Context: an optimization exercise on an open-source flow, tuned for small area, a short achievable clock period and few clock cycles per item. The choices shown serve that exercise and are no tape-out recipe. Where RTL was checked, it was by simulation tests only, not by an equivalence proof against the original.

the previous run:
## invsqrt
module invsqrt (clk, rst, start, float_in, float_out, ready);
input wire start;
input wire clk;
input wire rst;
input wire [31:0] float_in;
output wire [31:0] float_out;
output wire ready;
localparam IDLE = 2'd0,
           S1   = 2'd1,
           S2   = 2'd2,
           DONE = 2'd3;
reg  [1:0]   state;
reg  [47:22] R;       
reg  [1:0]   K;       
reg          wrap1;   
reg          wrap3;   
reg          e_ov;    
wire [31:0] y  = 32'h5f3759df - (float_in >> 1);
wire [7:0]  ye = y[30:23];
wire [7:0]  xe = float_in[30:23];
wire [22:0] xm = float_in[22:0];
wire in_s1 = (state == S1);
wire in_s2 = (state == S2);
wire        Rn    = R[47];
wire [22:0] Rhi   = Rn ? R[46:24] : R[45:23];
wire        Rr    = Rn ? R[23] : R[22];
wire        Rr_sq = R[22];
function [24:0] sub_1d5;
    input [1:0]  te;
    input [22:0] hi;
    input        r;
    reg   [1:0]  s;
    reg          ov;
    reg   [25:0] negu, w;
    reg   [3:0]  ds;
    reg   [26:0] m_sub, mo;
    begin
        s = (te == 2'b10) ? 2'd1 : (te == 2'b01) ? 2'd2 : 2'd0;
        negu = (r & (&hi)) ? 26'h3800000 : ({3'b110, ~hi} + {25'd0, ~r});
        ds = (s == 2'd1) ? 4'h6 : (s == 2'd2) ? 4'hC : 4'h3;
        w = {negu[25:22] + ds, negu[21:0]};
        m_sub = (s == 2'd1) ? {w[24:0], 2'b00} : (s == 2'd2) ? {w, 1'b0} : {w[23:0], 3'b000};
        ov = (s == 2'd0) ? (hi[22] & ((|hi[21:0]) | r) & ~(r & (&hi))) :
             (s == 2'd1) ? ((~(|hi) & ~r) | (r & (&hi))) : 1'b1;
        mo = ov ? m_sub : (m_sub << 1);
        sub_1d5 = {ov, mo[25:2]};
    end
endfunction
wire [24:0] sub = sub_1d5(K + {1'b0, Rn & ~wrap1}, Rhi, Rr);
wire [22:0] a3   = sub[23:1];
wire        r3   = sub[0];
wire        ov2  = sub[24];
wire [23:0] opa = in_s1 ? {1'b1, xm} : {1'b1, y[22:0]};
wire [23:0] opb = in_s1 ? {1'b1, Rhi} : in_s2 ? {1'b1, a3} : {1'b1, y[22:0]};
wire        cin = in_s1 ? Rr_sq : in_s2 ? r3 : 1'b0;
wire [47:0] P;
booth_mul mul (.a(opa), .b(opb), .cin(cin), .p(P));
wire        n3  = Rn & ~wrap3;
wire [22:0] m3  = Rhi + {22'd0, Rr};
wire [7:0]  oe  = ye + {7'd0, e_ov} - 8'd1 + {7'd0, n3};
wire error = (float_in == 32'b0) || (float_in[30:23] == 8'hFF) || float_in[31];
assign float_out = error ? 32'h7FFFFFFF : {1'b0, oe, m3};
assign ready = (state == DONE);
always @(posedge clk) begin
    if (rst)
        state <= IDLE;
    else if (start)
  ...
Size in the first run: about 2500 cells after synthesis, about 68 I/O pins, about 0.019 sq mm of cells after synthesis.
==> flow/config.mk <==
export PLATFORM = sky130hd
export DESIGN_NAME = invsqrt
export DESIGN_NICKNAME = invsqrt
export VERILOG_FILES = /design/flow/design.v
export SDC_FILE = /design/flow/constraint.sdc
export NUM_CORES = 4
export LEC_CHECK = 0
export ABC_AREA = 1
export CAP_MARGIN = 20
export CORE_MARGIN = 2
export CORE_UTILIZATION = 62
export SETUP_SLACK_MARGIN = 2
export SLEW_MARGIN = 20
export SYNTH_HIERARCHICAL = 1
export SYNTH_MINIMUM_KEEP_SIZE = 0
export TNS_END_PERCENT = 0
==> flow/constraint.sdc <==
create_clock -name core_clock -period 11.0 [get_ports {clk}]
set_input_delay 2.2000 -clock core_clock [delete_from_list [all_inputs] [get_ports {clk}]]
set_output_delay 2.2000 -clock core_clock [all_outputs]
set_load 0.01 [all_outputs]
standard.sh (not shown) runs the stock make flow with config.mk's settings and CLKGATE_MAP_FILE= SYNTH_SCRIPT=/design/flow/synth_recipe.tcl, a recipe that flattens the netlist after the stock synthesis.
==> flow/flow/run.sh <==
#!/bin/bash
# The standard layout, with the port buffers made of plain buffers
# (sky130_fd_sc_hd__buf_2) instead of the default delay-cell buffers.
set -euo pipefail
export BUFFER_PORTS_ARGS="-buffer_cell sky130_fd_sc_hd__buf_2"
bash standard.sh > standard_flow.log 2>&1
Testbench counts of the previous run, summed over its fixed seeds: cycles 12,800, items 3,200.
Input-level comparison between the current run and the previous run:
--- a/flow/design.v
+++ b/flow/design.v
@@ -1199,24 +1199,76 @@
 wire G6_44 = G4_44 | (P4_44 & G5_31);
 wire P6_44 = P4_44 & P5_31;
 wire G6_45 = G4_45 | (P4_45 & G5_31);
 wire P6_45 = P4_45 & P5_31;
 wire G6_46 = G4_46 | (P4_46 & G5_31);
 wire P6_46 = P4_46 & P5_31;
 wire G6_47 = G4_47 | (P4_47 & G5_31);
 wire P6_47 = P4_47 & P5_31;
-assign p = p0 ^ {G6_46, G6_45, G6_44, G6_43, G6_42, G6_41, G6_40, G6_39, G6_38, G6_37, G6_36, G6_35, G6_34, G6_33, G6_32, G5_31, G5_30, G5_29, G5_28, G5_27, G5_26, G5_25, G5_24, G5_23, G5_22, G5_21, G5_20, G5_19, G5_18, G5_17, G5_16, G4_15, G4_14, G4_13, G4_12, G4_11, G4_10, G4_9, G4_8, G3_7, G3_6, G3_5, G3_4, G2_3, G2_2, G1_1, g0[0], 1'b0};
+mul_xor ux0 (.a(p0[0]), .b(1'b0), .y(p[0]));
+mul_xor ux1 (.a(p0[1]), .b(g0[0]), .y(p[1]));
+mul_xor ux2 (.a(p0[2]), .b(G1_1), .y(p[2]));
+mul_xor ux3 (.a(p0[3]), .b(G2_2), .y(p[3]));
+mul_xor ux4 (.a(p0[4]), .b(G2_3), .y(p[4]));
+mul_xor ux5 (.a(p0[5]), .b(G3_4), .y(p[5]));
+mul_xor ux6 (.a(p0[6]), .b(G3_5), .y(p[6]));
+mul_xor ux7 (.a(p0[7]), .b(G3_6), .y(p[7]));
+mul_xor ux8 (.a(p0[8]), .b(G3_7), .y(p[8]));
+mul_xor ux9 (.a(p0[9]), .b(G4_8), .y(p[9]));
+mul_xor ux10 (.a(p0[10]), .b(G4_9), .y(p[10]));
+mul_xor ux11 (.a(p0[11]), .b(G4_10), .y(p[11]));
+mul_xor ux12 (.a(p0[12]), .b(G4_11), .y(p[12]));
+mul_xor ux13 (.a(p0[13]), .b(G4_12), .y(p[13]));
+mul_xor ux14 (.a(p0[14]), .b(G4_13), .y(p[14]));
+mul_xor ux15 (.a(p0[15]), .b(G4_14), .y(p[15]));
+mul_xor ux16 (.a(p0[16]), .b(G4_15), .y(p[16]));
+mul_xor ux17 (.a(p0[17]), .b(G5_16), .y(p[17]));
+mul_xor ux18 (.a(p0[18]), .b(G5_17), .y(p[18]));
+mul_xor ux19 (.a(p0[19]), .b(G5_18), .y(p[19]));
+mul_xor ux20 (.a(p0[20]), .b(G5_19), .y(p[20]));
+mul_xor ux21 (.a(p0[21]), .b(G5_20), .y(p[21]));
+mul_xor ux22 (.a(p0[22]), .b(G5_21), .y(p[22]));
+mul_xor ux23 (.a(p0[23]), .b(G5_22), .y(p[23]));
+mul_xor ux24 (.a(p0[24]), .b(G5_23), .y(p[24]));
+mul_xor ux25 (.a(p0[25]), .b(G5_24), .y(p[25]));
+mul_xor ux26 (.a(p0[26]), .b(G5_25), .y(p[26]));
+mul_xor ux27 (.a(p0[27]), .b(G5_26), .y(p[27]));
+mul_xor ux28 (.a(p0[28]), .b(G5_27), .y(p[28]));
+mul_xor ux29 (.a(p0[29]), .b(G5_28), .y(p[29]));
+mul_xor ux30 (.a(p0[30]), .b(G5_29), .y(p[30]));
+mul_xor ux31 (.a(p0[31]), .b(G5_30), .y(p[31]));
+mul_xor ux32 (.a(p0[32]), .b(G5_31), .y(p[32]));
+mul_xor ux33 (.a(p0[33]), .b(G6_32), .y(p[33]));
+mul_xor ux34 (.a(p0[34]), .b(G6_33), .y(p[34]));
+mul_xor ux35 (.a(p0[35]), .b(G6_34), .y(p[35]));
+mul_xor ux36 (.a(p0[36]), .b(G6_35), .y(p[36]));
+mul_xor ux37 (.a(p0[37]), .b(G6_36), .y(p[37]));
+mul_xor ux38 (.a(p0[38]), .b(G6_37), .y(p[38]));
+mul_xor ux39 (.a(p0[39]), .b(G6_38), .y(p[39]));
+mul_xor ux40 (.a(p0[40]), .b(G6_39), .y(p[40]));
+mul_xor ux41 (.a(p0[41]), .b(G6_40), .y(p[41]));
+mul_xor ux42 (.a(p0[42]), .b(G6_41), .y(p[42]));
+mul_xor ux43 (.a(p0[43]), .b(G6_42), .y(p[43]));
+mul_xor ux44 (.a(p0[44]), .b(G6_43), .y(p[44]));
+mul_xor ux45 (.a(p0[45]), .b(G6_44), .y(p[45]));
+mul_xor ux46 (.a(p0[46]), .b(G6_45), .y(p[46]));
+mul_xor ux47 (.a(p0[47]), .b(G6_46), .y(p[47]));
 endmodule
 module mul_fa (a, b, c, s, co);
 input wire a, b, c;
 output wire s, co;
 assign s = a ^ b ^ c;
 assign co = (a & b) | (a & c) | (b & c);
 endmodule
+module mul_xor (a, b, y);
+input wire a, b;
+output wire y;
+assign y = a ^ b;
+endmodule
 module mul_ha (a, b, s, co);
 input wire a, b;
 output wire s, co;
 assign s = a ^ b;
 assign co = a & b;
 endmodule
 `timescale 1ns / 1ps
 module invsqrt (clk, rst, start, float_in, float_out, ready);
[summary]
Side by side, design area turned out lower in the current run than in the previous run.
Re final hold slack: the current run is 19 ps up on the previous run.
Compared with the previous run, the current run shows a lower total number of multi-input combinational cells.
The current run had finished all stages when the layout checks came back failing, citing capacitance limit, slew limit.
Full die area: the current run < the previous run
The higher area growth from synthesis to layout of the previous run and the current run is in the previous run.
On number of vias in the routed layout: between the previous run and the current run, it ends up higher for the previous run.
Wire length reported by the detailed router down about 3.7% in the current run wrt the previous run
[compare] base=the previous run new=the current run: total placed instance area fell by 0.51%, portion of the clock cycle consumed by the worst path in the final layout saw an increase, area after synthesis went down by 270 sq um.
Lower via count normalized by instance count goes to the current run over the previous run.
Only the layout flow was run in the current run; the RTL was not checked for function there.

==> separate check: timing with driven ports <==
Ports are ideal in the flow. The routed layouts listed here were re-timed in OpenROAD.
Step 1 sets driving cells, clkbuf_16 on the clock port and buf_2 on the other inputs (assumed; they add their load-dependent delay and slew).
Step 2 adds t to the input delays and takes it off the output delays; t is the mean of the earliest and latest rising clock arrival at the registers after step 1. Input paths then give back, and output paths get back, about the clock's delay inside the block.
Three values: ideal, step 1, step 2; two values: the first two.
run | shift t [ns] | setup WS [ns] | cell pins on the clock port's net
the previous run | 0.354 | 2.105 / 2.119 / 1.765 | 1
the current run | 0.333 | 1.801 / 1.802 / 1.469 | 1
The setup slack of the previous run, which loses most, moves by +0.014 ns with the drivers and by -0.340 ns with both steps.
